From an optimization exercise on the open Yosys and OpenROAD flow, aimed at small area and a short achievable clock period; shortcuts taken in it are not production practice.
Function was not checked in any run shown here: the RTL went through the layout flow alone.
No activity file was given, so power comes from the tool's default toggle rates.

==> flow/design.v <==
module mac_fa(input a, input b, input c, output s, output co);
  assign s = a ^ b ^ c;
  assign co = (a & b) | (a & c) | (b & c);
endmodule
module mac_xor(input a, input b, output s);
  assign s = a ^ b;
endmodule
module mac(A, B, C, D, clk, reset, Acc);
  input [7:0] A, B, C, D;
  input clk, reset;
  output [31:0] Acc;
  reg [31:0] R;
  reg [6:0] V;
  wire p_A0B0 = ~(A[0] & B[0]);
  wire p_A0B1 = ~(A[0] & B[1]);
  wire p_A0B2 = ~(A[0] & B[2]);
  wire p_A0B3 = ~(A[0] & B[3]);
  wire p_A0B4 = ~(A[0] & B[4]);
  wire p_A0B5 = ~(A[0] & B[5]);
  wire p_A0B6 = ~(A[0] & B[6]);
  wire p_A0B7 = ~(A[0] & B[7]);
  wire p_A1B0 = ~(A[1] & B[0]);
  wire p_A1B1 = ~(A[1] & B[1]);
  wire p_A1B2 = ~(A[1] & B[2]);
  wire p_A1B3 = ~(A[1] & B[3]);
  wire p_A1B4 = ~(A[1] & B[4]);
  wire p_A1B5 = ~(A[1] & B[5]);
  wire p_A1B6 = ~(A[1] & B[6]);
  wire p_A1B7 = ~(A[1] & B[7]);
  wire p_A2B0 = ~(A[2] & B[0]);
  wire p_A2B1 = ~(A[2] & B[1]);
  wire p_A2B2 = ~(A[2] & B[2]);
  wire p_A2B3 = ~(A[2] & B[3]);
  wire p_A2B4 = ~(A[2] & B[4]);
  wire p_A2B5 = ~(A[2] & B[5]);
  wire p_A2B6 = ~(A[2] & B[6]);
  wire p_A2B7 = ~(A[2] & B[7]);
  wire p_A3B0 = ~(A[3] & B[0]);
  wire p_A3B1 = ~(A[3] & B[1]);
  wire p_A3B2 = ~(A[3] & B[2]);
  wire p_A3B3 = ~(A[3] & B[3]);
  wire p_A3B4 = ~(A[3] & B[4]);
  wire p_A3B5 = ~(A[3] & B[5]);
  wire p_A3B6 = ~(A[3] & B[6]);
  wire p_A3B7 = ~(A[3] & B[7]);
  wire p_A4B0 = ~(A[4] & B[0]);
  wire p_A4B1 = ~(A[4] & B[1]);
  wire p_A4B2 = ~(A[4] & B[2]);
  wire p_A4B3 = ~(A[4] & B[3]);
  wire p_A4B4 = ~(A[4] & B[4]);
  wire p_A4B5 = ~(A[4] & B[5]);
  wire p_A4B6 = ~(A[4] & B[6]);
  wire p_A4B7 = ~(A[4] & B[7]);
  wire p_A5B0 = ~(A[5] & B[0]);
  wire p_A5B1 = ~(A[5] & B[1]);
  wire p_A5B2 = ~(A[5] & B[2]);
  wire p_A5B3 = ~(A[5] & B[3]);
  wire p_A5B4 = ~(A[5] & B[4]);
  wire p_A5B5 = ~(A[5] & B[5]);
  wire p_A5B6 = ~(A[5] & B[6]);
  wire p_A5B7 = ~(A[5] & B[7]);
  wire p_A6B0 = ~(A[6] & B[0]);
  wire p_A6B1 = ~(A[6] & B[1]);
  wire p_A6B2 = ~(A[6] & B[2]);
  wire p_A6B3 = ~(A[6] & B[3]);
  wire p_A6B4 = ~(A[6] & B[4]);
  wire p_A6B5 = ~(A[6] & B[5]);
  wire p_A6B6 = ~(A[6] & B[6]);
  wire p_A6B7 = ~(A[6] & B[7]);
  wire p_A7B0 = ~(A[7] & B[0]);
  wire p_A7B1 = ~(A[7] & B[1]);
  wire p_A7B2 = ~(A[7] & B[2]);
  wire p_A7B3 = ~(A[7] & B[3]);
  wire p_A7B4 = ~(A[7] & B[4]);
  wire p_A7B5 = ~(A[7] & B[5]);
  wire p_A7B6 = ~(A[7] & B[6]);
  wire p_A7B7 = ~(A[7] & B[7]);
  wire p_C0D0 = ~(C[0] & D[0]);
  wire p_C0D1 = ~(C[0] & D[1]);
  wire p_C0D2 = ~(C[0] & D[2]);
  wire p_C0D3 = ~(C[0] & D[3]);
  wire p_C0D4 = ~(C[0] & D[4]);
  wire p_C0D5 = ~(C[0] & D[5]);
  wire p_C0D6 = ~(C[0] & D[6]);
  wire p_C0D7 = ~(C[0] & D[7]);
  wire p_C1D0 = ~(C[1] & D[0]);
  wire p_C1D1 = ~(C[1] & D[1]);
  wire p_C1D2 = ~(C[1] & D[2]);
  wire p_C1D3 = ~(C[1] & D[3]);
  wire p_C1D4 = ~(C[1] & D[4]);
  wire p_C1D5 = ~(C[1] & D[5]);
  wire p_C1D6 = ~(C[1] & D[6]);
  wire p_C1D7 = ~(C[1] & D[7]);
  wire p_C2D0 = ~(C[2] & D[0]);
  wire p_C2D1 = ~(C[2] & D[1]);
  wire p_C2D2 = ~(C[2] & D[2]);
  wire p_C2D3 = ~(C[2] & D[3]);
  wire p_C2D4 = ~(C[2] & D[4]);
  wire p_C2D5 = ~(C[2] & D[5]);
  wire p_C2D6 = ~(C[2] & D[6]);
  wire p_C2D7 = ~(C[2] & D[7]);
  wire p_C3D0 = ~(C[3] & D[0]);
  wire p_C3D1 = ~(C[3] & D[1]);
  wire p_C3D2 = ~(C[3] & D[2]);
  wire p_C3D3 = ~(C[3] & D[3]);
  wire p_C3D4 = ~(C[3] & D[4]);
  wire p_C3D5 = ~(C[3] & D[5]);
  wire p_C3D6 = ~(C[3] & D[6]);
  wire p_C3D7 = ~(C[3] & D[7]);
  wire p_C4D0 = ~(C[4] & D[0]);
  wire p_C4D1 = ~(C[4] & D[1]);
  wire p_C4D2 = ~(C[4] & D[2]);
  wire p_C4D3 = ~(C[4] & D[3]);
  wire p_C4D4 = ~(C[4] & D[4]);
  wire p_C4D5 = ~(C[4] & D[5]);
  wire p_C4D6 = ~(C[4] & D[6]);
  wire p_C4D7 = ~(C[4] & D[7]);
  wire p_C5D0 = ~(C[5] & D[0]);
  wire p_C5D1 = ~(C[5] & D[1]);
  wire p_C5D2 = ~(C[5] & D[2]);
  wire p_C5D3 = ~(C[5] & D[3]);
  wire p_C5D4 = ~(C[5] & D[4]);
  wire p_C5D5 = ~(C[5] & D[5]);
  wire p_C5D6 = ~(C[5] & D[6]);
  wire p_C5D7 = ~(C[5] & D[7]);
  wire p_C6D0 = ~(C[6] & D[0]);
  wire p_C6D1 = ~(C[6] & D[1]);
  wire p_C6D2 = ~(C[6] & D[2]);
  wire p_C6D3 = ~(C[6] & D[3]);
  wire p_C6D4 = ~(C[6] & D[4]);
  wire p_C6D5 = ~(C[6] & D[5]);
  wire p_C6D6 = ~(C[6] & D[6]);
  wire p_C6D7 = ~(C[6] & D[7]);
  wire p_C7D0 = ~(C[7] & D[0]);
  wire p_C7D1 = ~(C[7] & D[1]);
  wire p_C7D2 = ~(C[7] & D[2]);
  wire p_C7D3 = ~(C[7] & D[3]);
  wire p_C7D4 = ~(C[7] & D[4]);
  wire p_C7D5 = ~(C[7] & D[5]);
  wire p_C7D6 = ~(C[7] & D[6]);
  wire p_C7D7 = ~(C[7] & D[7]);
  wire s1, c2;
  wire s3, c4;
  wire s5, c6;
  wire s7, c8;
  wire s9, c10;
  wire s11, c12;
  wire s13, c14;
  wire s15, c16;
  wire s17, c18;
  wire s19, c20;
  wire s21, c22;
  wire s23, c24;
  wire s25, c26;
  wire s27, c28;
  wire s29, c30;
  wire s31, c32;
  wire s33, c34;
  wire s35, c36;
  wire s37, c38;
  wire s39, c40;
  wire s41, c42;
  wire s43, c44;
  wire s45, c46;
  wire s47, c48;
  wire s49, c50;
  wire s51, c52;
  wire s53, c54;
  wire s55, c56;
  wire s57, c58;
  wire s59, c60;
  wire s61, c62;
  wire s63, c64;
  wire s65, c66;
  wire s67, c68;
  wire s69, c70;
  wire s71, c72;
  wire s73, c74;
  wire s75, c76;
  wire s77, c78;
  wire s79, c80;
  wire s81, c82;
  wire s83, c84;
  wire s85, c86;
  wire s87, c88;
  wire s89, c90;
  wire s91, c92;
  wire s93, c94;
  wire s95, c96;
  wire s97, c98;
  wire s99, c100;
  wire s101, c102;
  wire s103, c104;
  wire s105, c106;
  wire s107, c108;
  wire s109, c110;
  wire s111, c112;
  wire s113, c114;
  wire s115, c116;
  wire s117, c118;
  wire s119, c120;
  wire s121, c122;
  wire s123, c124;
  wire s125, c126;
  wire s127, c128;
  wire s129, c130;
  wire s131, c132;
  wire s133, c134;
  wire s135, c136;
  wire s137, c138;
  wire s139, c140;
  wire s141, c142;
  wire s143, c144;
  wire s145, c146;
  wire s147, c148;
  wire s149, c150;
  wire s151, c152;
  wire s153, c154;
  wire s155, c156;
  wire s157, c158;
  wire s159, c160;
  wire s161, c162;
  wire s163, c164;
  wire s165, c166;
  wire s167, c168;
  wire s169, c170;
  wire s171, c172;
  wire s173, c174;
  wire s175, c176;
  wire s177, c178;
  wire s179, c180;
  wire s181, c182;
  wire s183, c184;
  wire s185, c186;
  wire s187, c188;
  wire s189, c190;
  wire s191, c192;
  wire s193, c194;
  wire s195, c196;
  wire s197, c198;
  wire s199, c200;
  wire s201, c202;
  wire s203, c204;
  wire s205, c206;
  wire s207, c208;
  wire s209, c210;
  wire s211, c212;
  wire s213, c214;
  wire s215, c216;
  wire s217, c218;
  wire s219, c220;
  wire s221, c222;
  wire s223, c224;
  wire s225, c226;
  wire s227, c228;
  wire s229, c230;
  wire s231, c232;
  wire s233, c234;
  wire s235, c236;
  wire s237, c238;
  wire s239, c240;
  wire s241, c242;
  wire s243, c244;
  wire s245, c246;
  wire s247, c248;
  wire s249, c250;
  wire [31:0] x = {R[31], R[30], R[29], R[28], R[27], R[26], R[25], R[24], R[23], R[22], R[21], R[20], R[19], R[18], R[17], s249, s247, s243, c224, s223, ~c190, c168, s167, ~s139, ~s113, ~s85, ~s59, ~s39, s25, s13, ~s3, (C[0] & D[0])};
  wire [31:0] y = {1'b0, 1'b0, 1'b0, V[6], 1'b0, 1'b0, 1'b0, V[5], 1'b0, 1'b0, 1'b0, V[4], 1'b0, 1'b0, c250, c248, c244, c236, s235, ~c208, ~s207, ~s189, ~c142, ~s141, ~s111, ~s83, s61, ~s41, ~s23, ~s11, ~s5, ~s1};
  mac_xor u_s1 (R[0], p_A0B0, s1);
  assign c2 = R[0] & ~p_A0B0;
  mac_fa u_s3 (~R[1], p_A0B1, p_A1B0, s3, c4);
  mac_fa u_s5 (p_C0D1, p_C1D0, ~c2, s5, c6);
  mac_fa u_s7 (~R[2], p_A0B2, p_A1B1, s7, c8);
  mac_fa u_s9 (p_A2B0, p_C0D2, p_C1D1, s9, c10);
  mac_fa u_s11 (p_C2D0, c4, s7, s11, c12);
  mac_xor u_s13 (s9, c6, s13);
  assign c14 = ~s9 & ~c6;
  mac_fa u_s15 (~R[3], p_A0B3, p_A1B2, s15, c16);
  mac_fa u_s17 (p_A2B1, p_A3B0, p_C0D3, s17, c18);
  mac_fa u_s19 (p_C1D2, p_C2D1, p_C3D0, s19, c20);
  mac_fa u_s21 (c8, c10, s15, s21, c22);
  mac_fa u_s23 (s17, s19, ~c14, s23, c24);
  mac_xor u_s25 (c12, s21, s25);
  assign c26 = ~c12 & ~s21;
  mac_fa u_s27 (R[4], V[0], (A[0] & B[4]), s27, c28);
  mac_fa u_s29 (p_A1B3, p_A2B2, p_A3B1, s29, c30);
  mac_fa u_s31 (p_A4B0, p_C0D4, p_C1D3, s31, c32);
  mac_fa u_s33 (p_C2D2, p_C3D1, p_C4D0, s33, c34);
  mac_fa u_s35 (c16, c18, c20, s35, c36);
  mac_fa u_s37 (s29, s31, s33, s37, c38);
  mac_fa u_s39 (~s27, c22, s35, s39, c40);
  mac_fa u_s41 (s37, ~c26, c24, s41, c42);
  mac_fa u_s43 (~R[5], p_A0B5, p_A1B4, s43, c44);
  mac_fa u_s45 (p_A2B3, p_A3B2, p_A4B1, s45, c46);
  mac_fa u_s47 (p_A5B0, p_C0D5, p_C1D4, s47, c48);
  mac_fa u_s49 (p_C2D3, p_C3D2, p_C4D1, s49, c50);
  mac_fa u_s51 (p_C5D0, c30, c32, s51, c52);
  mac_fa u_s53 (c34, s43, ~c28, s53, c54);
  mac_fa u_s55 (s45, s47, s49, s55, c56);
  mac_fa u_s57 (c36, s51, c38, s57, c58);
  mac_fa u_s59 (s53, s55, c40, s59, c60);
  mac_xor u_s61 (s57, c42, s61);
  assign c62 = ~s57 & ~c42;
  mac_fa u_s63 (~R[6], p_A0B6, p_A1B5, s63, c64);
  mac_fa u_s65 (p_A2B4, p_A3B3, p_A4B2, s65, c66);
  mac_fa u_s67 (p_A5B1, p_A6B0, p_C0D6, s67, c68);
  mac_fa u_s69 (p_C1D5, p_C2D4, p_C3D3, s69, c70);
  mac_fa u_s71 (p_C4D2, p_C5D1, p_C6D0, s71, c72);
  mac_fa u_s73 (c44, c46, c48, s73, c74);
  mac_fa u_s75 (c50, s63, s65, s75, c76);
  mac_fa u_s77 (s67, s69, s71, s77, c78);
  mac_fa u_s79 (c52, c54, s73, s79, c80);
  mac_fa u_s81 (c56, s75, s77, s81, c82);
  mac_fa u_s83 (c58, s79, s81, s83, c84);
  mac_xor u_s85 (c60, c62, s85);
  assign c86 = ~c60 & c62;
  mac_fa u_s87 (~R[7], p_A0B7, p_A1B6, s87, c88);
  mac_fa u_s89 (p_A2B5, p_A3B4, p_A4B3, s89, c90);
  mac_fa u_s91 (p_A5B2, p_A6B1, p_A7B0, s91, c92);
  mac_fa u_s93 (p_C0D7, p_C1D6, p_C2D5, s93, c94);
  mac_fa u_s95 (p_C3D4, p_C4D3, p_C5D2, s95, c96);
  mac_fa u_s97 (p_C6D1, p_C7D0, c64, s97, c98);
  mac_fa u_s99 (c66, c68, c70, s99, c100);
  mac_fa u_s101 (c72, s87, s89, s101, c102);
  mac_fa u_s103 (s91, s93, s95, s103, c104);
  mac_fa u_s105 (c74, s97, c76, s105, c106);
  mac_fa u_s107 (c78, s99, s101, s107, c108);
  mac_fa u_s109 (s103, c80, s105, s109, c110);
  mac_fa u_s111 (c82, s107, s109, s111, c112);
  mac_xor u_s113 (c86, c84, s113);
  assign c114 = c86 & ~c84;
  mac_fa u_s115 (R[8], V[1], (A[1] & B[7]), s115, c116);
  mac_fa u_s117 (p_A2B6, p_A3B5, p_A4B4, s117, c118);
  mac_fa u_s119 (p_A5B3, p_A6B2, p_A7B1, s119, c120);
  mac_fa u_s121 (p_C1D7, p_C2D6, p_C3D5, s121, c122);
  mac_fa u_s123 (p_C4D4, p_C5D3, p_C6D2, s123, c124);
  mac_fa u_s125 (p_C7D1, c88, c90, s125, c126);
  mac_fa u_s127 (c92, c94, c96, s127, c128);
  mac_fa u_s129 (s117, s119, s121, s129, c130);
  mac_fa u_s131 (s123, ~s115, c98, s131, c132);
  mac_fa u_s133 (c100, c102, s125, s133, c134);
  mac_fa u_s135 (c104, s127, s129, s135, c136);
  mac_fa u_s137 (s131, c106, c108, s137, c138);
  mac_fa u_s139 (s133, s135, c110, s139, c140);
  mac_fa u_s141 (s137, ~c114, c112, s141, c142);
  mac_fa u_s143 (~R[9], p_A2B7, p_A3B6, s143, c144);
  mac_fa u_s145 (p_A4B5, p_A5B4, p_A6B3, s145, c146);
  mac_fa u_s147 (p_A7B2, p_C2D7, p_C3D6, s147, c148);
  mac_fa u_s149 (p_C4D5, p_C5D4, p_C6D3, s149, c150);
  mac_fa u_s151 (p_C7D2, c118, c120, s151, c152);
  mac_fa u_s153 (c122, c124, ~c116, s153, c154);
  mac_fa u_s155 (s143, s145, s147, s155, c156);
  mac_fa u_s157 (s149, c126, c128, s157, c158);
  mac_fa u_s159 (s151, c130, s153, s159, c160);
  mac_fa u_s161 (s155, c132, c134, s161, c162);
  mac_fa u_s163 (s157, c136, s159, s163, c164);
  mac_fa u_s165 (c138, s161, s163, s165, c166);
  mac_xor u_s167 (c140, s165, s167);
  assign c168 = ~c140 & ~s165;
  mac_fa u_s169 (~R[10], p_A3B7, p_A4B6, s169, c170);
  mac_fa u_s171 (p_A5B5, p_A6B4, p_A7B3, s171, c172);
  mac_fa u_s173 (p_C3D7, p_C4D6, p_C5D5, s173, c174);
  mac_fa u_s175 (p_C6D4, p_C7D3, c144, s175, c176);
  mac_fa u_s177 (c146, c148, c150, s177, c178);
  mac_fa u_s179 (s169, s171, s173, s179, c180);
  mac_fa u_s181 (c152, s175, c154, s181, c182);
  mac_fa u_s183 (c156, s177, s179, s183, c184);
  mac_fa u_s185 (c158, c160, s181, s185, c186);
  mac_fa u_s187 (s183, c162, c164, s187, c188);
  mac_fa u_s189 (s185, s187, c166, s189, c190);
  mac_fa u_s191 (~R[11], p_A4B7, p_A5B6, s191, c192);
  mac_fa u_s193 (p_A6B5, p_A7B4, p_C4D7, s193, c194);
  mac_fa u_s195 (p_C5D6, p_C6D5, p_C7D4, s195, c196);
  mac_fa u_s197 (c170, c172, c174, s197, c198);
  mac_fa u_s199 (s191, s193, s195, s199, c200);
  mac_fa u_s201 (c176, c178, s197, s201, c202);
  mac_fa u_s203 (c180, s199, c182, s203, c204);
  mac_fa u_s205 (s201, c184, s203, s205, c206);
  mac_fa u_s207 (c186, s205, c188, s207, c208);
  mac_fa u_s209 (R[12], V[2], (A[5] & B[7]), s209, c210);
  mac_fa u_s211 (p_A6B6, p_A7B5, p_C5D7, s211, c212);
  mac_fa u_s213 (p_C6D6, p_C7D5, c192, s213, c214);
  mac_fa u_s215 (c194, c196, s211, s215, c216);
  mac_fa u_s217 (~s209, c198, s213, s217, c218);
  mac_fa u_s219 (c200, s215, c202, s219, c220);
  mac_fa u_s221 (s217, c204, s219, s221, c222);
  mac_xor u_s223 (c206, s221, s223);
  assign c224 = ~c206 & ~s221;
  mac_fa u_s225 (~R[13], p_A6B7, p_A7B6, s225, c226);
  mac_fa u_s227 (p_C6D7, p_C7D6, c212, s227, c228);
  mac_fa u_s229 (s225, ~c210, c214, s229, c230);
  mac_fa u_s231 (s227, c216, s229, s231, c232);
  mac_fa u_s233 (c218, c220, s231, s233, c234);
  mac_xor u_s235 (c222, s233, s235);
  assign c236 = ~c222 & ~s233;
  mac_fa u_s237 (~R[14], p_A7B7, p_C7D7, s237, c238);
  mac_fa u_s239 (c226, s237, c228, s239, c240);
  mac_fa u_s241 (c230, s239, c232, s241, c242);
  mac_xor u_s243 (s241, c234, s243);
  assign c244 = ~s241 & ~c234;
  mac_fa u_s245 (~R[15], c238, c240, s245, c246);
  mac_xor u_s247 (s245, c242, s247);
  assign c248 = ~s245 & ~c242;
  mac_fa u_s249 (R[16], V[3], ~c246, s249, c250);
  wire [4:0] blk0 = x[3:0] + y[3:0];
  wire [4:0] blk1 = x[7:4] + y[7:4];
  wire [4:0] blk2 = x[11:8] + y[11:8];
  wire [4:0] blk3 = x[15:12] + y[15:12];
  wire [4:0] blk4 = x[19:16] + y[19:16];
  wire [4:0] blk5 = x[23:20] + y[23:20];
  wire [4:0] blk6 = x[27:24] + y[27:24];
  wire [4:0] blk7 = x[31:28] + y[31:28];
  wire [31:0] vv = {1'b0, 1'b0, 1'b0, V[6], 1'b0, 1'b0, 1'b0, V[5], 1'b0, 1'b0, 1'b0, V[4], 1'b0, 1'b0, 1'b0, V[3], 1'b0, 1'b0, 1'b0, V[2], 1'b0, 1'b0, 1'b0, V[1], 1'b0, 1'b0, 1'b0, V[0], 1'b0, 1'b0, 1'b0, 1'b0};
  assign Acc = R + vv;
  always @(posedge clk, negedge reset)
    if (reset == 0) begin
      R <= 0;
      V <= 0;
    end else begin
      R <= {blk7[3:0], blk6[3:0], blk5[3:0], blk4[3:0], blk3[3:0], blk2[3:0], blk1[3:0], blk0[3:0]};
      V <= {blk6[4], blk5[4], blk4[4], blk3[4], blk2[4], blk1[4], blk0[4]};
    end
endmodule
==> flow/flow/run.sh <==
#!/bin/bash
# Standard ORFS flow (the standard.sh), with the port buffers made of
# sky130_fd_sc_hd__buf_2 instead of buffer_ports' default cell.
set -o pipefail
export BUFFER_PORTS_ARGS="-buffer_cell sky130_fd_sc_hd__buf_2"
bash standard.sh finish 2>&1 | tee standard_flow.log
==> flow/standard.sh <==
#!/bin/bash
# synth_recipe.tcl (not shown) runs the flow's synth.tcl, then flattens the netlist and writes it again
# the make line also repeats each setting of config.mk as NAME=value (left out here)
make -C /OpenROAD-flow-scripts/flow DESIGN_CONFIG=/design/flow/config.mk WORK_HOME=/design/flow/orfs CLKGATE_MAP_FILE= SYNTH_SCRIPT=/design/flow/synth_recipe.tcl "${@:-finish}"
==> flow/config.mk <==
export PLATFORM = sky130hd
export DESIGN_NAME = mac
export DESIGN_NICKNAME = mac
export VERILOG_FILES = /design/flow/design.v
export SDC_FILE = /design/flow/constraint.sdc
export NUM_CORES = 4
export LEC_CHECK = 0
export CAP_MARGIN = 20
export CORE_MARGIN = 2
export CORE_UTILIZATION = 60
export SETUP_SLACK_MARGIN = 1.5
export SLEW_MARGIN = 20
export SYNTH_HIERARCHICAL = 1
==> flow/constraint.sdc <==
create_clock -name core_clock -period 6.5 [get_ports {clk}]
set_input_delay 1.3000 -clock core_clock [delete_from_list [all_inputs] [get_ports {clk}]]
set_output_delay 1.3000 -clock core_clock [all_outputs]
set_load 0.01 [all_outputs]
==> summary.txt, run 1 <==
Floorplanning
  • Placeable core area: 0.009196 mm²
  • Initial Utilization: slightly above 60%
  • Die Wd: just over 100 µm
  • Die ar.: 0.01021 mm²
  • Rows: 35
  • Num ports: 66
  • Die Y: 101.1 µm

GRT
  • Vias in the first global route: 4203
  • First-pass GRT wire length: about 21000 µm
  • Global route overflow: 0
  • Initial antenna violation count: 0
  • GRT Total Usage: ~27%
  • Largest net degree at the start of global routing: 40

Placed design
  • Port buffer count: 65
  • HPWL after DPL: around 11000 µm
  • Placer Congestion: just under 0.9

Detailed routing
  • Vias: around 4000
  • Initial DRT Pass Iterations: 5
  • Wire per inst: between 15 and 20 µm
  • Antenna-violating nets left: 0
  • DRT iter0 DRCs: 202
  • # DRC: 0
  • Avg Vias per Cell: between 5 and 6
  • DRT Wirelength: between 10000 and 15000 µm

Power
  • P_int: 2.132 mW
  • Peak VDD IR: 0.6820 mV
  • Leak pwr: 2.775 nW
  • Clock share of power: 4.3%
  • Combinational share of power: a little over four fifths
  • Sw Ratio: a little under half
  • Power Density: 660.8 mW/mm²
  • NetSw: between 1.5 and 2 mW
  • Sequential share of power: around 13%

STA
  • Final hold slack: 0.5004 ns
  • Pins over their slew limit: 0
  • Count of final hold-check violations: 0
  • Final setup vio count: 0
  • Highest Clock Rate: 0.2037 GHz
  • Fin crit period: roughly 4.9 ns
  • RSZ-0062 raised after global routing: yes
  • Setup Total Neg Slack: 0 ns
  • Worst slew pin tran: approximately 0.86 ns
  • Tcrit/Tclk final: around 76%
  • Slew HR: between 40% and 50%
  • Clock skew: about 0.013 ns

Critical path
  • R2R Path Start: R[9]$_DFF_PN0_
  • Worst path arrival time: around 5.1 ns
  • Crit-path cells: clkbuf_4 > nand2_1 > fa_1 > fa_1 > fa_1 > fa_1 > fa_2 > fa_1 > inv_1 > ha_1 > inv_1 > fa_2 > nor2b_1 > o21ai_1 > nand2b_1
  • Critical path required time: approximately 6.7 ns
  • CP endpoint kind: flop
  • Slack of the worst reg-to-reg path: roughly 2.3 ns
  • Crit path kind: in2reg
  • CP max-delay cell: fa_1
  • Worst path max stage delay: approximately 0.54 ns
  • Most used cell, CP: fa_1
  • Worst setup startpoint: B[4]
  • Startpoint types: primary input
  • CP Max Fanout: 8

Finish
  • Most frequent cells in the layout: nand2_1, fa_1, inv_1, buf_2, dfrtp_1
  • Commonest non-fill, non-tap cell in the layout: nand2_1
  • Layout Nets: 778
  • Share of layout cells above drive strength 1: approximately 17%
  • Area grow syn2layout: 9.163%
  • Antenna diodes: 0

Logic synthesis
  • Syn. warnings: 7
  • Main flop type after synthesis: dfrtp_1
  • #FFs+latches synth: 39
  • Synth unique cells: a little over 40
  • Avg Cell Area, Syn: approximately 10 µm²
  • Asr flop ratio synth: between 90% and 100%
  • Post-synthesis cell count: 559
  • Synthesized net count: roughly 740
  • Mapped cell area: 0.005653 mm²
  • Post-synth EDFFs: 0
  • Part of the Yosys area used for sequential elements: approximately 17%

Hold path
  • HP Start: R[31]$_DFF_PN0_
  • Hold Crit Class: reg2reg

Clocking
  • CTS buffer count: 5
  • Worst-Skew Late Latency: around 0.30 ns
  • CTS tree: built
  • Hold-fix buffers at CTS: 0
  • CTS HTree Levels: 2
  • CTS max path bufs: 2
  • Root Driver: clkbuf_8
  • Reg clk slew, reported paths: roughly 0.090 ns
  • CTS sink cnt: 39

Run status
  • Status: no timing/DRC/antenna violations

Job
  • Maxcap violations: 0
[repair_timing]
item	in CTS	in global routing
resized for setup	0	26
setup endpoints to repair	0	5
setup buffers	0	0
[final timing paths]
| path | to | cells after the start |
|---|---|---|
| max | V[2]$_DFF_PN0_ | 15 |
| max in group asynchronous | R[19]$_DFF_PN0_ | 1 |
| min in group asynchronous | R[27]$_DFF_PN0_ | 1 |
| min reg2reg | R[31]$_DFF_PN0_ | 1 |
| min | R[31]$_DFF_PN0_ | 1 |
| max reg2reg | V[3]$_DFF_PN0_ | 14 |
[synthesized netlist by cell type, drive strengths merged, types with 8 or more instances]
master,count,area share [%]
nor2,14,0.93
a21o,8,1.1
nand3,10,0.89
o21ai,8,0.71
nand2,134,8.9
fa,119,42
inv,53,3.5
xor2,22,3.4
ha,29,6.4
dfrtp,39,17
xnor2,30,4.6
clkbuf,31,2.1
[layout make-up]
| cell class | instances | area, µm² |
|---|---|---|
| flip-flops and latches | 39 | 975.9 |
| clock inverters | 3 | 23.77 |
| inverters | 53 | 198.9 |
| multi-input cells | 432 | 4399 |
| fillers | 783 | 3025 |
| well taps | 111 | 138.9 |
| clock buffers | 5 | 68.82 |
| repair buffers | 65 | 365.4 |
[registers in the layout (all words and copies together), names as in the netlist]
name	cells
R	32
V	7
[metal layers]
metal  global-route usage [%]  up-vias  part of all wire, %
met5                        0        -                    0
met4                    8.004        0                  2.4
met3                    3.190       26                  5.3
met2                    45.95      143                   52
met1                    36.43     2056                   40
li1                         -     1792                    -
[metrics by stage]
stage	area [µm²]	cells	power [mW]	util, %	setup WS (ns)
floorplan	5754	559	3.133	-	1.470
global route	6171	708	4.634	67.10	1.493
finish	6171	708	4.078	67.10	1.591
global placement	6006	700	3.698	65.31	1.231
CTS	6098	708	4.021	66.31	1.522
detailed placement	6006	700	3.808	65.31	1.191
[Yosys stat by module, one instance, submodules excluded]
module | cells inside | copies in the design | flip-flops and latches
mac_xor | 1 | 11 | 0
mac_fa | 1 | 114 | 0
mac | 434 | 1 | 39
[power by group through the flow]
stage | combinational [mW] | clock, mW | sequential, mW
floorplan | 2.66 | 0 | 0.477
global placement | 3.19 | 0 | 0.510
detailed placement | 3.29 | 0 | 0.515
CTS | 3.33 | 0.181 | 0.511
global route | 3.92 | 0.193 | 0.525
finish | 3.39 | 0.176 | 0.509
[cells by family (layout without fill, tap and decap cells)]
| kind of cell | after synthesis | after routing | synth area share [%] |
|---|---|---|---|
| and+or+nand+nor | 193 | 193 | 15.03 |
| adders and majority gates | 148 | 148 | 48.56 |
| xor gates and xnor gates | 52 | 52 | 8.057 |
| DFF | 39 | 39 | 17.26 |
| buffers and inverters | 88 | 126 | 6.109 |
| AOI/OAI and AO/OA | 39 | 39 | 4.980 |
[worst max-delay path: cells and delay by family]
family	cells	cell delay, ns
fa+ha+maj	8	3.17
compound gates	1	0.06
buf+inv	3	0.31
simple gates	3	0.29
==> run 2, diff against run 1 <==
--- a/flow/config.mk
+++ b/flow/config.mk
@@ -8,6 +8,5 @@
 export CAP_MARGIN = 20
 export CORE_MARGIN = 2
 export CORE_UTILIZATION = 60
-export SETUP_SLACK_MARGIN = 1.5
 export SLEW_MARGIN = 20
 export SYNTH_HIERARCHICAL = 1
==> run 2 against run 1 <==
Sequential power about the same. Final area is 1.7% lower. Clock power up 3%. Fmax down 3.4%. Worst setup slack got worse by 0.17 ns. Die area unchanged.
==> summary.txt, run 2 <==
Logic synthesis
  • Synth unique cells: 41 (unchanged)
  • Largest family of logic cells by synthesized area: adder cells
  • Mapped cell area: 0.005653 mm² (unchanged)
  • Synth top area cells: fa_1, dfrtp_1, nand2_1
  • Mux share of post-synthesis cell area: 0% (unchanged)
  • Simple-gate share of the synthesized area: 15.03% (unchanged)
  • #FFs+latches synth: 39 (unchanged)
  • Area leader, netlist: fa_1
  • Post-synth EDFFs: 0 (unchanged)
  • Top cells by count, synth: nand2_1, fa_1, inv_1
  • Synth Area in XOR/XNOR: 8.057% (unchanged)
  • Asr flop ratio synth: 100.0% (unchanged)
  • Avg Cell Area, Syn: 10.11 µm² (unchanged)
  • Synthesized net count: 741 (unchanged)
  • Synth top area share: 42.14% (unchanged)
  • Post-synthesis cell count: 559 (unchanged)
  • Part of the Yosys area used for sequential elements: 17.26% (unchanged)
  • Top-count cell post-synth: nand2_1
  • Post-synthesis adder-cell area fraction: 48.56% (unchanged)
  • Main flop type after synthesis: dfrtp_1
  • Complex-gate fraction of the synthesized area: 4.980% (unchanged)
  • Syn. warnings: 7 (unchanged)

Clocking
  • Hold-fix buffers at CTS: 0 (unchanged)
  • Setup bufs post-CTS: 0 (unchanged)
  • CTS max path bufs: 2 (unchanged)
  • Root Driver: clkbuf_8
  • Worst-Skew Late Latency: 0.30 ns (about the same)
  • CTS buffer count: 5 (unchanged)
  • CTS HTree Levels: 2 (unchanged)
  • CTS sink cnt: 39 (unchanged)
  • Reg clk slew, reported paths: 0.10 ns (about the same)
  • Cts repair resizes: 0 (unchanged)
  • CTS tree: built

Finish
  • Layout Nets: 778 (unchanged)
  • Register area: 975.9 µm² (unchanged)
  • Largest register FFs: 32 (unchanged)
  • Largest registers: R x32, V x7
  • Multi-input combinational cell area: 0.004332 mm² (-1.5%)
  • Share of layout cells above drive strength 1: 13.57% (-3.9 points)
  • Commonest non-fill, non-tap cell in the layout: nand2_1
  • Fillers: 787 (+0.51%)
  • Antenna diodes: 0 (unchanged)
  • Area grow syn2layout: 7.260%
  • Top reg by flops: R
  • Most frequent cells in the layout: nand2_1, fa_1, buf_2, inv_1, dfrtp_1

Hold path
  • HP Start: R[31]$_DFF_PN0_
  • Worst Hold Endpoint: R[31]$_DFF_PN0_
  • Hold depth: 1 (unchanged)
  • Hold Crit Class: reg2reg

STA
  • Pins over their slew limit: 0 (unchanged)
  • RSZ-0062 raised after global routing: no
  • Highest Clock Rate: 0.1967 GHz (-3.4%)
  • Worst slew pin tran: 0.8979 ns (+0.03703 ns)
  • Final setup vio count: 0 (unchanged)
  • Count of final hold-check violations: 0 (unchanged)
  • Setup Total Neg Slack: 0 ns (unchanged)
  • Slew HR: 40.14% (-2.5 points)
  • Fin crit period: 5.083 ns (+0.1741 ns)
  • Setup ws final: 1.417 ns (-0.1741 ns)
  • Clock skew: 0.01546 ns (+0.002791 ns)
  • Final hold slack: 0.5187 ns (+0.01828 ns)
  • Tcrit/Tclk final: 78.20% (+2.7 points)

GRT
  • Largest net degree at the start of global routing: 40 (unchanged)
  • Global route overflow: 0 (unchanged)
  • First-pass GRT wire length: 20020 µm (-3.6%)
  • GRT Total Usage: 25.57% (-1.4 points)
  • Initial antenna violation count: 0 (unchanged)
  • Vias in the first global route: 4084 (-2.8%)

Critical path
  • R2R Path Start: R[6]$_DFF_PN0_
  • Slack of the worst reg-to-reg path: 2.19 ns (-0.13 ns)
  • Most used cell, CP: fa_1
  • CP endpoint kind: flop
  • RR Endpoint: V[2]$_DFF_PN0_
  • R2R depth: 14 (unchanged)
  • Crit path kind: in2reg
  • Startpoint types: primary input
  • Critical path required time: 6.73 ns (about the same)
  • CP max-delay cell: fa_1
  • CP Max Fanout: 9 (+1)
  • Crit-path cells: buf_2 > nand2_1 > fa_1 > fa_1 > fa_1 > fa_1 > fa_1 > fa_1 > inv_1 > ha_1 > inv_1 > fa_1 > nor2b_1 > o21ai_0 > nand2b_1
  • Worst path arrival time: 5.31 ns (+0.17 ns)
  • Worst path max stage delay: 0.57 ns (+0.03 ns)

Floorplanning
  • Die Wd: 101.1 µm (unchanged)
  • Die ar.: 0.01021 mm² (unchanged)
  • Placeable core area: 0.009196 mm² (unchanged)
  • Num ports: 66 (unchanged)
  • Die Y: 101.1 µm (unchanged)
  • Initial Utilization: 61.47% (unchanged)
  • Rows: 35 (unchanged)

Power
  • Power Density: 649.0 mW/mm² (-1.8%)
  • Peak VDD IR: 0.8329 mV (+22%)
  • Sw Ratio: 48.12% (+0.40 points)
  • Leak pwr: 2.771 nW (-0.16%)
  • Sequential share of power: 13.0% (+0.5 points)
  • Combinational share of power: 82.4% (-0.8 points)
  • NetSw: 1.894 mW (-2.7%)
  • P_int: 2.041 mW (-4.2%)
  • Clock share of power: 4.6% (+0.3 points)

Job
  • Maxcap violations: 0 (unchanged)

Detailed routing
  • Antenna-violating nets left: 0 (unchanged)
  • Initial DRT Pass Iterations: 4 (-1)
  • DRT Wirelength: 12160 µm (-4.3%)
  • Wire per inst: 17.17 µm (-4.3%)
  • # DRC: 0 (unchanged)
  • DRT iter0 DRCs: 135 (-33%)
  • Avg Vias per Cell: 5.564 (-1.9%)
  • Vias: 3939 (-1.9%)

Run status
  • Status: no timing/DRC/antenna violations

Placed design
  • Pre-CTS WS: 1.120 ns (-0.07095 ns)
  • Placer Congestion: 0.9282 (+6.0%)
  • HPWL after DPL: 10410 µm (-4.0%)
  • Port buffer count: 65 (unchanged)
-- run 2: cell counts after synthesis --
Identical to the previous run, type by type.
-- run 2: cell type report --
| cell class | count | share of cell area [%] |
|---|---|---|
| Tap cell | 111 | 2.291 |
| Clock buffer | 5 | 1.135 |
| Multi-Input combinational cell | 432 | 71.44 |
| Inverter | 53 | 3.281 |
| Clock inverter | 3 | 0.3921 |
| Timing Repair Buffer | 65 | 5.365 |
| Sequential cell | 39 | 16.10 |
-- run 2: power by group through the flow --
stage | combinational (mW) | clock, mW | sequential [mW]
6_report | 3.24 | 0.181 | 0.511
3_5_place_dp | 3.29 | 0 | 0.515
4_1_cts | 3.31 | 0.186 | 0.512
3_3_place_gp | 3.18 | 0 | 0.513
5_1_grt | 3.75 | 0.198 | 0.528
2_1_floorplan | 2.63 | 0 | 0.477
-- run 2: kinds of logic (layout without fill, tap and decap cells) --
| family | Yosys count | count (layout) |
|---|---|---|
| XOR/XNOR | 52 | 52 |
| adder cells (fa/ha/maj) | 148 | 148 |
| AO/OA/AOI/OAI | 39 | 39 |
| AND/OR/NAND/NOR | 193 | 193 |
| buffers and inverters | 88 | 126 |
| flip-flops | 39 | 39 |
-- run 2: per-module statistics from Yosys, one instance, submodules excluded --
module	flops+latches	cells
mac_xor	0	1
mac_fa	0	1
mac	39	434
-- run 2: metrics by stage --
step | area [µm²] | std cells | util [%] | power, mW
after CTS | 6063 | 708 | 65.93 | 4.010
final | 6063 | 708 | 65.93 | 3.935
after detailed placement | 5971 | 700 | 64.93 | 3.805
after floorplan | 5653 | 559 | - | 3.108
after global routing | 6063 | 708 | 65.93 | 4.473
after global placement | 5971 | 700 | 64.93 | 3.693
-- run 2: worst max-delay path, delay by kind of cell --
kind	cells	cell delay, ns
AO/OA/AOI/OAI	1	0.08
buffers and inverters	3	0.32
adder cells (fa/ha/maj)	8	3.28
AND/OR/NAND/NOR	3	0.32
-- run 2: how the worst max path moves through the flow --
stage | from | cells after the start | endpoint
2_1_floorplan | A[0] | 15 | V[2]$_DFF_PN0_
3_3_place_gp | A[0] | 15 | V[2]$_DFF_PN0_
3_5_place_dp | A[0] | 15 | V[2]$_DFF_PN0_
4_1_cts | A[0] | 15 | V[2]$_DFF_PN0_
5_1_grt | A[2] | 15 | V[3]$_DFF_PN0_
6_report | A[0] | 15 | V[2]$_DFF_PN0_
-- run 2: routing by layer --
metal | track usage [%] | vias to the layer above | routed length, µm | part of all wire [%]
li1 | - | 1797 | - | -
met1 | 35.53 | 2033 | 5225 | 43
met2 | 43.91 | 94 | 6358 | 52
met3 | 2.913 | 15 | 404 | 3.3
met4 | 5.198 | 0 | 171 | 1.4
met5 | 0 | - | 0 | 0
==> run 3, diff against run 2 <==
--- a/flow/design.v
+++ b/flow/design.v
@@ -10,7 +10,8 @@
   input clk, reset;
   output [31:0] Acc;
   reg [31:0] R;
-  reg [6:0] V;
+  reg [2:0] V;
+  reg [5:0] W;
   wire p_A0B0 = ~(A[0] & B[0]);
   wire p_A0B1 = ~(A[0] & B[1]);
   wire p_A0B2 = ~(A[0] & B[2]);
@@ -264,8 +265,12 @@
   wire s245, c246;
   wire s247, c248;
   wire s249, c250;
-  wire [31:0] x = {R[31], R[30], R[29], R[28], R[27], R[26], R[25], R[24], R[23], R[22], R[21], R[20], R[19], R[18], R[17], s249, s247, s243, c224, s223, ~c190, c168, s167, ~s139, ~s113, ~s85, ~s59, ~s39, s25, s13, ~s3, (C[0] & D[0])};
-  wire [31:0] y = {1'b0, 1'b0, 1'b0, V[6], 1'b0, 1'b0, 1'b0, V[5], 1'b0, 1'b0, 1'b0, V[4], 1'b0, 1'b0, c250, c248, c244, c236, s235, ~c208, ~s207, ~s189, ~c142, ~s141, ~s111, ~s83, s61, ~s41, ~s23, ~s11, ~s5, ~s1};
+  wire s251, c252;
+  wire s253, c254;
+  wire s255, c256;
+  wire s257, c258;
+  wire [31:0] x = {R[31], R[30], R[29], R[28], R[27], R[26], R[25], R[24], R[23], R[22], R[21], R[20], R[19], R[18], R[17], ~s257, s255, s251, ~s243, ~c216, ~s215, ~c170, ~s171, ~s141, ~s113, ~s85, ~s59, ~s39, s25, s13, ~s3, (C[0] & D[0])};
+  wire [31:0] y = {1'b0, 1'b0, 1'b0, 1'b0, 1'b0, 1'b0, 1'b0, 1'b0, 1'b0, 1'b0, 1'b0, 1'b0, 1'b0, V[2], c258, c256, c252, ~c244, ~c232, ~s231, ~c196, ~s195, ~s169, ~s143, ~s111, ~s83, s61, ~s41, ~s23, ~s11, ~s5, ~s1};
   mac_xor u_s1 (R[0], p_A0B0, s1);
   assign c2 = R[0] & ~p_A0B0;
   mac_fa u_s3 (~R[1], p_A0B1, p_A1B0, s3, c4);
@@ -329,95 +334,98 @@
   mac_fa u_s111 (c82, s107, s109, s111, c112);
   mac_xor u_s113 (c86, c84, s113);
   assign c114 = c86 & ~c84;
-  mac_fa u_s115 (R[8], V[1], (A[1] & B[7]), s115, c116);
-  mac_fa u_s117 (p_A2B6, p_A3B5, p_A4B4, s117, c118);
-  mac_fa u_s119 (p_A5B3, p_A6B2, p_A7B1, s119, c120);
-  mac_fa u_s121 (p_C1D7, p_C2D6, p_C3D5, s121, c122);
-  mac_fa u_s123 (p_C4D4, p_C5D3, p_C6D2, s123, c124);
-  mac_fa u_s125 (p_C7D1, c88, c90, s125, c126);
-  mac_fa u_s127 (c92, c94, c96, s127, c128);
-  mac_fa u_s129 (s117, s119, s121, s129, c130);
-  mac_fa u_s131 (s123, ~s115, c98, s131, c132);
-  mac_fa u_s133 (c100, c102, s125, s133, c134);
-  mac_fa u_s135 (c104, s127, s129, s135, c136);
-  mac_fa u_s137 (s131, c106, c108, s137, c138);
-  mac_fa u_s139 (s133, s135, c110, s139, c140);
-  mac_fa u_s141 (s137, ~c114, c112, s141, c142);
-  mac_fa u_s143 (~R[9], p_A2B7, p_A3B6, s143, c144);
-  mac_fa u_s145 (p_A4B5, p_A5B4, p_A6B3, s145, c146);
-  mac_fa u_s147 (p_A7B2, p_C2D7, p_C3D6, s147, c148);
-  mac_fa u_s149 (p_C4D5, p_C5D4, p_C6D3, s149, c150);
-  mac_fa u_s151 (p_C7D2, c118, c120, s151, c152);
-  mac_fa u_s153 (c122, c124, ~c116, s153, c154);
-  mac_fa u_s155 (s143, s145, s147, s155, c156);
-  mac_fa u_s157 (s149, c126, c128, s157, c158);
-  mac_fa u_s159 (s151, c130, s153, s159, c160);
-  mac_fa u_s161 (s155, c132, c134, s161, c162);
-  mac_fa u_s163 (s157, c136, s159, s163, c164);
-  mac_fa u_s165 (c138, s161, s163, s165, c166);
-  mac_xor u_s167 (c140, s165, s167);
-  assign c168 = ~c140 & ~s165;
-  mac_fa u_s169 (~R[10], p_A3B7, p_A4B6, s169, c170);
-  mac_fa u_s171 (p_A5B5, p_A6B4, p_A7B3, s171, c172);
-  mac_fa u_s173 (p_C3D7, p_C4D6, p_C5D5, s173, c174);
-  mac_fa u_s175 (p_C6D4, p_C7D3, c144, s175, c176);
-  mac_fa u_s177 (c146, c148, c150, s177, c178);
-  mac_fa u_s179 (s169, s171, s173, s179, c180);
-  mac_fa u_s181 (c152, s175, c154, s181, c182);
-  mac_fa u_s183 (c156, s177, s179, s183, c184);
-  mac_fa u_s185 (c158, c160, s181, s185, c186);
-  mac_fa u_s187 (s183, c162, c164, s187, c188);
-  mac_fa u_s189 (s185, s187, c166, s189, c190);
-  mac_fa u_s191 (~R[11], p_A4B7, p_A5B6, s191, c192);
-  mac_fa u_s193 (p_A6B5, p_A7B4, p_C4D7, s193, c194);
-  mac_fa u_s195 (p_C5D6, p_C6D5, p_C7D4, s195, c196);
-  mac_fa u_s197 (c170, c172, c174, s197, c198);
-  mac_fa u_s199 (s191, s193, s195, s199, c200);
-  mac_fa u_s201 (c176, c178, s197, s201, c202);
-  mac_fa u_s203 (c180, s199, c182, s203, c204);
-  mac_fa u_s205 (s201, c184, s203, s205, c206);
-  mac_fa u_s207 (c186, s205, c188, s207, c208);
-  mac_fa u_s209 (R[12], V[2], (A[5] & B[7]), s209, c210);
-  mac_fa u_s211 (p_A6B6, p_A7B5, p_C5D7, s211, c212);
-  mac_fa u_s213 (p_C6D6, p_C7D5, c192, s213, c214);
-  mac_fa u_s215 (c194, c196, s211, s215, c216);
-  mac_fa u_s217 (~s209, c198, s213, s217, c218);
-  mac_fa u_s219 (c200, s215, c202, s219, c220);
-  mac_fa u_s221 (s217, c204, s219, s221, c222);
-  mac_xor u_s223 (c206, s221, s223);
-  assign c224 = ~c206 & ~s221;
-  mac_fa u_s225 (~R[13], p_A6B7, p_A7B6, s225, c226);
-  mac_fa u_s227 (p_C6D7, p_C7D6, c212, s227, c228);
-  mac_fa u_s229 (s225, ~c210, c214, s229, c230);
-  mac_fa u_s231 (s227, c216, s229, s231, c232);
-  mac_fa u_s233 (c218, c220, s231, s233, c234);
-  mac_xor u_s235 (c222, s233, s235);
-  assign c236 = ~c222 & ~s233;
-  mac_fa u_s237 (~R[14], p_A7B7, p_C7D7, s237, c238);
-  mac_fa u_s239 (c226, s237, c228, s239, c240);
-  mac_fa u_s241 (c230, s239, c232, s241, c242);
-  mac_xor u_s243 (s241, c234, s243);
-  assign c244 = ~s241 & ~c234;
-  mac_fa u_s245 (~R[15], c238, c240, s245, c246);
-  mac_xor u_s247 (s245, c242, s247);
-  assign c248 = ~s245 & ~c242;
-  mac_fa u_s249 (R[16], V[3], ~c246, s249, c250);
+  mac_fa u_s115 (R[8], V[1], W[0], s115, c116);
+  mac_fa u_s117 (~s115, p_A1B7, p_A2B6, s117, c118);
+  mac_fa u_s119 (p_A3B5, p_A4B4, p_A5B3, s119, c120);
+  mac_fa u_s121 (p_A6B2, p_A7B1, p_C1D7, s121, c122);
+  mac_fa u_s123 (p_C2D6, p_C3D5, p_C4D4, s123, c124);
+  mac_fa u_s125 (p_C5D3, p_C6D2, p_C7D1, s125, c126);
+  mac_fa u_s127 (c88, c90, c92, s127, c128);
+  mac_fa u_s129 (c94, c96, s117, s129, c130);
+  mac_fa u_s131 (s119, s121, s123, s131, c132);
+  mac_fa u_s133 (s125, c98, c100, s133, c134);
+  mac_fa u_s135 (c102, s127, c104, s135, c136);
+  mac_fa u_s137 (s129, s131, c106, s137, c138);
+  mac_fa u_s139 (s133, c108, s135, s139, c140);
+  mac_fa u_s141 (c110, s137, s139, s141, c142);
+  mac_xor u_s143 (c114, c112, s143);
+  assign c144 = c114 & ~c112;
+  mac_fa u_s145 (R[9], W[1], c116, s145, c146);
+  mac_fa u_s147 (p_A2B7, p_A3B6, p_A4B5, s147, c148);
+  mac_fa u_s149 (p_A5B4, p_A6B3, p_A7B2, s149, c150);
+  mac_fa u_s151 (p_C2D7, p_C3D6, p_C4D5, s151, c152);
+  mac_fa u_s153 (p_C5D4, p_C6D3, p_C7D2, s153, c154);
+  mac_fa u_s155 (~s145, c118, c120, s155, c156);
+  mac_fa u_s157 (c122, c124, c126, s157, c158);
+  mac_fa u_s159 (s147, s149, s151, s159, c160);
+  mac_fa u_s161 (s153, c128, c130, s161, c162);
+  mac_fa u_s163 (s155, c132, s157, s163, c164);
+  mac_fa u_s165 (s159, c134, c136, s165, c166);
+  mac_fa u_s167 (s161, s163, c138, s167, c168);
+  mac_fa u_s169 (s165, c140, s167, s169, c170);
+  mac_xor u_s171 (c142, c144, s171);
+  assign c172 = ~c142 & c144;
+  mac_fa u_s173 (R[10], W[2], c146, s173, c174);
+  mac_fa u_s175 (p_A3B7, p_A4B6, p_A5B5, s175, c176);
+  mac_fa u_s177 (p_A6B4, p_A7B3, p_C3D7, s177, c178);
+  mac_fa u_s179 (p_C4D6, p_C5D5, p_C6D4, s179, c180);
+  mac_fa u_s181 (p_C7D3, c148, ~s173, s181, c182);
+  mac_fa u_s183 (c150, c152, c154, s183, c184);
+  mac_fa u_s185 (s175, s177, s179, s185, c186);
+  mac_fa u_s187 (c156, c158, s181, s187, c188);
+  mac_fa u_s189 (c160, s183, s185, s189, c190);
+  mac_fa u_s191 (c162, c164, s187, s191, c192);
+  mac_fa u_s193 (s189, c166, s191, s193, c194);
+  mac_fa u_s195 (c168, s193, ~c172, s195, c196);
+  mac_fa u_s197 (R[11], W[3], (A[4] & B[7]), s197, c198);
+  mac_fa u_s199 (p_A5B6, p_A6B5, p_A7B4, s199, c200);
+  mac_fa u_s201 (p_C4D7, p_C5D6, p_C6D5, s201, c202);
+  mac_fa u_s203 (p_C7D4, ~c174, c176, s203, c204);
+  mac_fa u_s205 (c178, c180, s199, s205, c206);
+  mac_fa u_s207 (s201, ~s197, c182, s207, c208);
+  mac_fa u_s209 (c184, s203, c186, s209, c210);
+  mac_fa u_s211 (s205, s207, c188, s211, c212);
+  mac_fa u_s213 (s209, c190, c192, s213, c214);
+  mac_fa u_s215 (s211, s213, c194, s215, c216);
+  mac_fa u_s217 (R[12], W[4], (A[5] & B[7]), s217, c218);
+  mac_fa u_s219 (p_A6B6, p_A7B5, p_C5D7, s219, c220);
+  mac_fa u_s221 (p_C6D6, p_C7D5, c200, s221, c222);
+  mac_fa u_s223 (c202, s219, ~c198, s223, c224);
+  mac_fa u_s225 (~s217, c204, s221, s225, c226);
+  mac_fa u_s227 (c206, s223, c208, s227, c228);
+  mac_fa u_s229 (c210, s225, s227, s229, c230);
+  mac_fa u_s231 (c212, s229, c214, s231, c232);
+  mac_fa u_s233 (R[13], W[5], (A[6] & B[7]), s233, c234);
+  mac_fa u_s235 (p_A7B6, p_C6D7, p_C7D6, s235, c236);
+  mac_fa u_s237 (c220, s235, ~c218, s237, c238);
+  mac_fa u_s239 (~s233, c222, c224, s239, c240);
+  mac_fa u_s241 (s237, c226, s239, s241, c242);
+  mac_fa u_s243 (c228, s241, c230, s243, c244);
+  mac_fa u_s245 (~R[14], p_A7B7, p_C7D7, s245, c246);
+  mac_fa u_s247 (c236, s245, ~c234, s247, c248);
+  mac_fa u_s249 (c238, s247, c240, s249, c250);
+  mac_xor u_s251 (c242, s249, s251);
+  assign c252 = ~c242 & ~s249;
+  mac_fa u_s253 (~R[15], c246, c248, s253, c254);
+  mac_xor u_s255 (s253, c250, s255);
+  assign c256 = ~s253 & ~c250;
+  mac_xor u_s257 (R[16], c254, s257);
+  assign c258 = R[16] & ~c254;
   wire [4:0] blk0 = x[3:0] + y[3:0];
   wire [4:0] blk1 = x[7:4] + y[7:4];
-  wire [4:0] blk2 = x[11:8] + y[11:8];
-  wire [4:0] blk3 = x[15:12] + y[15:12];
-  wire [4:0] blk4 = x[19:16] + y[19:16];
-  wire [4:0] blk5 = x[23:20] + y[23:20];
-  wire [4:0] blk6 = x[27:24] + y[27:24];
-  wire [4:0] blk7 = x[31:28] + y[31:28];
-  wire [31:0] vv = {1'b0, 1'b0, 1'b0, V[6], 1'b0, 1'b0, 1'b0, V[5], 1'b0, 1'b0, 1'b0, V[4], 1'b0, 1'b0, 1'b0, V[3], 1'b0, 1'b0, 1'b0, V[2], 1'b0, 1'b0, 1'b0, V[1], 1'b0, 1'b0, 1'b0, V[0], 1'b0, 1'b0, 1'b0, 1'b0};
-  assign Acc = R + vv;
+  wire [4:0] blk3 = x[17:14] + y[17:14];
+  wire [14:0] blk4 = x[31:18] + y[31:18];
+  wire [31:0] vv = {1'b0, 1'b0, 1'b0, 1'b0, 1'b0, 1'b0, 1'b0, 1'b0, 1'b0, 1'b0, 1'b0, 1'b0, 1'b0, V[2], 1'b0, 1'b0, 1'b0, 1'b0, 1'b0, 1'b0, 1'b0, 1'b0, 1'b0, V[1], 1'b0, 1'b0, 1'b0, V[0], 1'b0, 1'b0, 1'b0, 1'b0};
+  wire [31:0] wv = {1'b0, 1'b0, 1'b0, 1'b0, 1'b0, 1'b0, 1'b0, 1'b0, 1'b0, 1'b0, 1'b0, 1'b0, 1'b0, 1'b0, 1'b0, 1'b0, 1'b0, 1'b0, W[5], W[4], W[3], W[2], W[1], W[0], 1'b0, 1'b0, 1'b0, 1'b0, 1'b0, 1'b0, 1'b0, 1'b0};
+  assign Acc = R + vv + wv;
   always @(posedge clk, negedge reset)
     if (reset == 0) begin
       R <= 0;
       V <= 0;
+      W <= 0;
     end else begin
-      R <= {blk7[3:0], blk6[3:0], blk5[3:0], blk4[3:0], blk3[3:0], blk2[3:0], blk1[3:0], blk0[3:0]};
-      V <= {blk6[4], blk5[4], blk4[4], blk3[4], blk2[4], blk1[4], blk0[4]};
+      R <= {blk4[13], blk4[12], blk4[11], blk4[10], blk4[9], blk4[8], blk4[7], blk4[6], blk4[5], blk4[4], blk4[3], blk4[2], blk4[1], blk4[0], blk3[3], blk3[2], blk3[1], blk3[0], x[13], x[12], x[11], x[10], x[9], x[8], blk1[3], blk1[2], blk1[1], blk1[0], blk0[3], blk0[2], blk0[1], blk0[0]};
+      V <= {blk3[4], blk1[4], blk0[4]};
+      W <= {y[13], y[12], y[11], y[10], y[9], y[8]};
     end
 endmodule
--- a/flow/config.mk
+++ b/flow/config.mk
@@ -8,5 +8,6 @@
 export CAP_MARGIN = 20
 export CORE_MARGIN = 2
 export CORE_UTILIZATION = 60
+export SETUP_SLACK_MARGIN = 1.5
 export SLEW_MARGIN = 20
 export SYNTH_HIERARCHICAL = 1
==> run 3 against run 2 <==
Power fell by 3.3%. Global-route usage fell by 0.23 points. Die area rose by 1.9%. Critical path depth rose by 1. Core utilization rose by 0.73 points. Non-clock buffer count did not move. Worst setup slack improved by 0.32 ns. Clock skew fell by 0.0013 ns. Sequential share of layout area rose by 0.48 points. Largest cell class unchanged.
==> summary.txt, run 3 <==
Clocking
  • CTS HTree Levels: 2 (unchanged)
  • Setup bufs post-CTS: 0 (unchanged)
  • CTS tree: built
  • CTS max path bufs: 2 (unchanged)
  • CTS buffer count: 5 (unchanged)
  • Reg clk slew, reported paths: 0.09 ns (about the same)
  • Worst-Skew Late Latency: 0.30 ns (about the same)
  • Root Driver: clkbuf_8
  • CTS sink cnt: 41 (+5.1%)
  • Hold-fix buffers at CTS: 0 (unchanged)

Power
  • Sw Ratio: 48.97% (+0.85 points)
  • Leak pwr: 2.748 nW (-0.83%)
  • Clock share of power: 4.5% (about the same)
  • Sequential share of power: 14.1% (+1.1 points)
  • NetSw: 1.864 mW (-1.5%)
  • Peak VDD IR: 0.5921 mV (-29%)
  • Power Density: 615.2 mW/mm² (-5.2%)
  • Total power: 3.807 mW (-3.3%)
  • P_int: 1.943 mW (-4.8%)
  • Combinational share of power: 81.4% (-1.0 points)

Logic synthesis
  • Synth unique cells: 42 (+2.4%)
  • #FFs+latches synth: 41 (+5.1%)
  • Top cells by count, synth: nand2_1, fa_1, inv_1
  • Syn. warnings: 7 (unchanged)
  • Asr flop ratio synth: 100.0% (unchanged)
  • Post-synth EDFFs: 0 (unchanged)
  • Synth top area share: 42.36% (+0.22 points)
  • Post-synthesis cell count: 558 (-0.18%)
  • Area leader, netlist: fa_1
  • Top-count cell post-synth: nand2_1
  • Mapped cell area: 0.005766 mm² (+2.0%)
  • Part of the Yosys area used for sequential elements: 17.80% (+0.53 points)
  • Main flop type after synthesis: dfrtp_1
  • Avg Cell Area, Syn: 10.33 µm² (+2.2%)
  • Synth top area cells: fa_1, dfrtp_1, nand2_1
  • Synthesized net count: 743 (+0.27%)

Detailed routing
  • # DRC: 0 (unchanged)
  • Wire per inst: 16.30 µm (-5.1%)
  • Avg Vias per Cell: 5.313 (-4.5%)
  • DRT iter0 DRCs: 183 (+36%)
  • Antenna-violating nets left: 0 (unchanged)
  • Vias: 3852 (-2.2%)
  • Initial DRT Pass Iterations: 4 (unchanged)
  • DRT Wirelength: 11820 µm (-2.8%)

Finish
  • Register area: 0.001026 mm² (+5.1%)
  • Largest registers: R x32, W x6, V x3
  • Most frequent cells in the layout: nand2_1, fa_1, buf_2, inv_1, dfrtp_1
  • Top reg by flops: R
  • Multi-input combinational cell area: 0.004385 mm² (+1.2%)
  • Layout Nets: 780 (+0.26%)
  • Share of layout cells above drive strength 1: 15.60% (+2.0 points)
  • Commonest non-fill, non-tap cell in the layout: nand2_1
  • Antenna diodes: 0 (unchanged)
  • Largest register FFs: 32 (unchanged)
  • Area grow syn2layout: 7.335% (about the same)
  • Fillers: 786 (-0.13%)

GRT
  • Initial antenna violation count: 0 (unchanged)
  • Largest net degree at the start of global routing: 42 (+5.0%)
  • Vias in the first global route: 4121 (+0.91%)
  • GRT Total Usage: 25.35% (-0.23 points)
  • First-pass GRT wire length: 19950 µm (-0.31%)
  • Global route overflow: 0 (unchanged)

Floorplanning
  • Die ar.: 0.01041 mm² (+1.9%)
  • Placeable core area: 0.009284 mm² (+0.95%)
  • Initial Utilization: 62.10% (+0.63 points)
  • Die Wd: 102.0 µm (+0.95%)
  • Die Y: 102.0 µm (+0.95%)
  • Num ports: 66 (unchanged)
  • Rows: 35 (unchanged)

STA
  • RSZ-0062 raised after global routing: no
  • Final setup vio count: 0 (unchanged)
  • Worst slew pin tran: 0.9174 ns (+0.01954 ns)
  • Highest Clock Rate: 0.2098 GHz (+6.6%)
  • Clock skew: 0.01413 ns (-0.001329 ns)
  • Count of final hold-check violations: 0 (unchanged)
  • Slew HR: 38.84% (-1.3 points)
  • Pins over their slew limit: 0 (unchanged)
  • Fin crit period: 4.768 ns (-0.3151 ns)
  • Tcrit/Tclk final: 73.35% (-4.8 points)
  • Final hold slack: 0.4976 ns (-0.02117 ns)
  • Setup Total Neg Slack: 0 ns (unchanged)

Run status
  • Status: no timing/DRC/antenna violations

Critical path
  • CP endpoint kind: flop
  • Startpoint types: flop
  • CP Max Fanout: 2 (-7)
  • Worst path arrival time: 5.01 ns (-0.30 ns)
  • Crit path kind: reg2reg
  • Critical path required time: 6.74 ns (about the same)

Job
  • Maxcap violations: 0 (unchanged)

Placed design
  • HPWL after DPL: 10360 µm (-0.42%)
  • Placer Congestion: 0.8839 (-4.8%)
  • Port buffer count: 65 (unchanged)

Hold path
  • Hold Crit Class: reg2reg
run 3: kinds of logic (layout without fill, tap and decap cells):
group	Yosys count	count (layout)	share of synthesized area, %
flops	41	41	17.80
xor+xnor	53	53	8.051
simple gates	197	197	15.17
compound gates	27	27	4.101
fa+ha+maj	151	151	48.65
buf+inv	89	127	6.228
run 3: timing repair:
item / CTS / global route
endpoints found under the setup margin: 0 / 1
endpoints found under the hold margin: 0 / 0
gates resized for setup: 0 / 2
run 3: final timing paths:
| check | startpoint | end | slack (ns) | cells after the start |
|---|---|---|---|---|
| setup / recovery | R[8]$_DFF_PN0_ | V[2]$_DFF_PN0_ | 1.73 | 16 |
| hold / removal | R[31]$_DFF_PN0_ | R[31]$_DFF_PN0_ | 0.50 | 1 |
| setup reg to reg | R[8]$_DFF_PN0_ | V[2]$_DFF_PN0_ | 1.73 | 16 |
| hold reg to reg | R[31]$_DFF_PN0_ | R[31]$_DFF_PN0_ | 0.50 | 1 |
| max in group asynchronous | reset | R[14]$_DFF_PN0_ | 4.78 | 1 |
| min in group asynchronous | reset | R[28]$_DFF_PN0_ | 1.13 | 1 |
run 3: power by group through the flow:
stage          clock network [mW]  logic [mW]  registers [mW]
2_1_floorplan                   0        2.46           0.501
3_3_place_gp                    0        3.04           0.538
3_5_place_dp                    0        3.17           0.542
4_1_cts                     0.176        3.18           0.537
5_1_grt                     0.189        3.63           0.554
6_report                    0.170        3.10           0.536
run 3: area by class of cell:
| cell class | count | area share, % |
|---|---|---|
| clock buffer | 6 | 1.173 |
| clock inverter | 2 | 0.2426 |
| inverter | 54 | 3.275 |
| multi-input combinational | 428 | 70.87 |
| sequential | 41 | 16.58 |
| tap | 129 | 2.608 |
| timing repair buffer | 65 | 5.257 |
run 3: routing by layer:
metal	up-vias	GRT usage, %	share of wire (%)
met5	-	0	0
met4	0	6.359	1.7
met3	16	2.326	3.6
met2	96	43.27	53
met1	1957	35.56	41
li1	1783	-	-
run 3: per-stage QoR:
stage | setup slack, ns | util, % | area (µm²) | cells
final | 1.732 | 66.66 | 6188 | 725
after global placement | 1.452 | 65.66 | 6096 | 717
after global routing | 1.554 | 66.66 | 6188 | 725
after CTS | 1.584 | 66.60 | 6183 | 725
after detailed placement | 1.418 | 65.66 | 6096 | 717
after floorplan | 1.528 | - | 5766 | 558
run 3: Yosys stat by module (local to each module, per instance):
module | flops+latches | copies in the design | cell area [µm²]
mac_xor | 0 | 11 | 8.758
mac_fa | 0 | 118 | 20.02
mac | 41 | 1 | 3307
run 3: critical path: stages (launching register included):
cell and delay, ns:
dfrtp_1 0.43, fa_2 0.40, fa_2 0.36, fa_1 0.52, inv_1 0.07, fa_1 0.37, fa_1 0.39, fa_1 0.45
fa_1 0.39, fa_1 0.36, inv_1 0.07, ha_1 0.17, inv_1 0.06, fa_1 0.40, nor2b_1 0.12, o21ai_0 0.08
nand2b_1 0.07

static timing again, ports no longer ideal:
Ports are ideal in the flow. The routed layouts listed here were re-timed in OpenROAD. Step 1, drivers: a clkbuf_16 drives clk and a buf_2 each remaining input, both assumed. Step 2, shift: input delay + t, output delay - t, t = (earliest + latest rising clock arrival at the registers) / 2. This alone moves slack from input paths to output paths. a / b / c = ideal ports / drivers / drivers and shift; a / b = the first two.
run	t, ns	setup slack, ns	latest minus earliest clock arrival (ns)	slew at the worst register clock pin (ns)	pins driven straight from the clock port
run 1	0.328	1.591 / 1.595 / 1.267	0.013 / 0.013	0.09 / 0.09	1
run 2	0.326	1.417 / 1.425 / 1.099	0.017 / 0.016	0.10 / 0.10	1
run 3	0.321	1.732 / 1.732 / 1.426	0.014 / 0.014	0.09 / 0.09	1
After both steps every run listed still meets setup and hold. The setup slack of run 1, which loses most, moves by +0.004 ns with the drivers and by -0.324 ns with both steps.
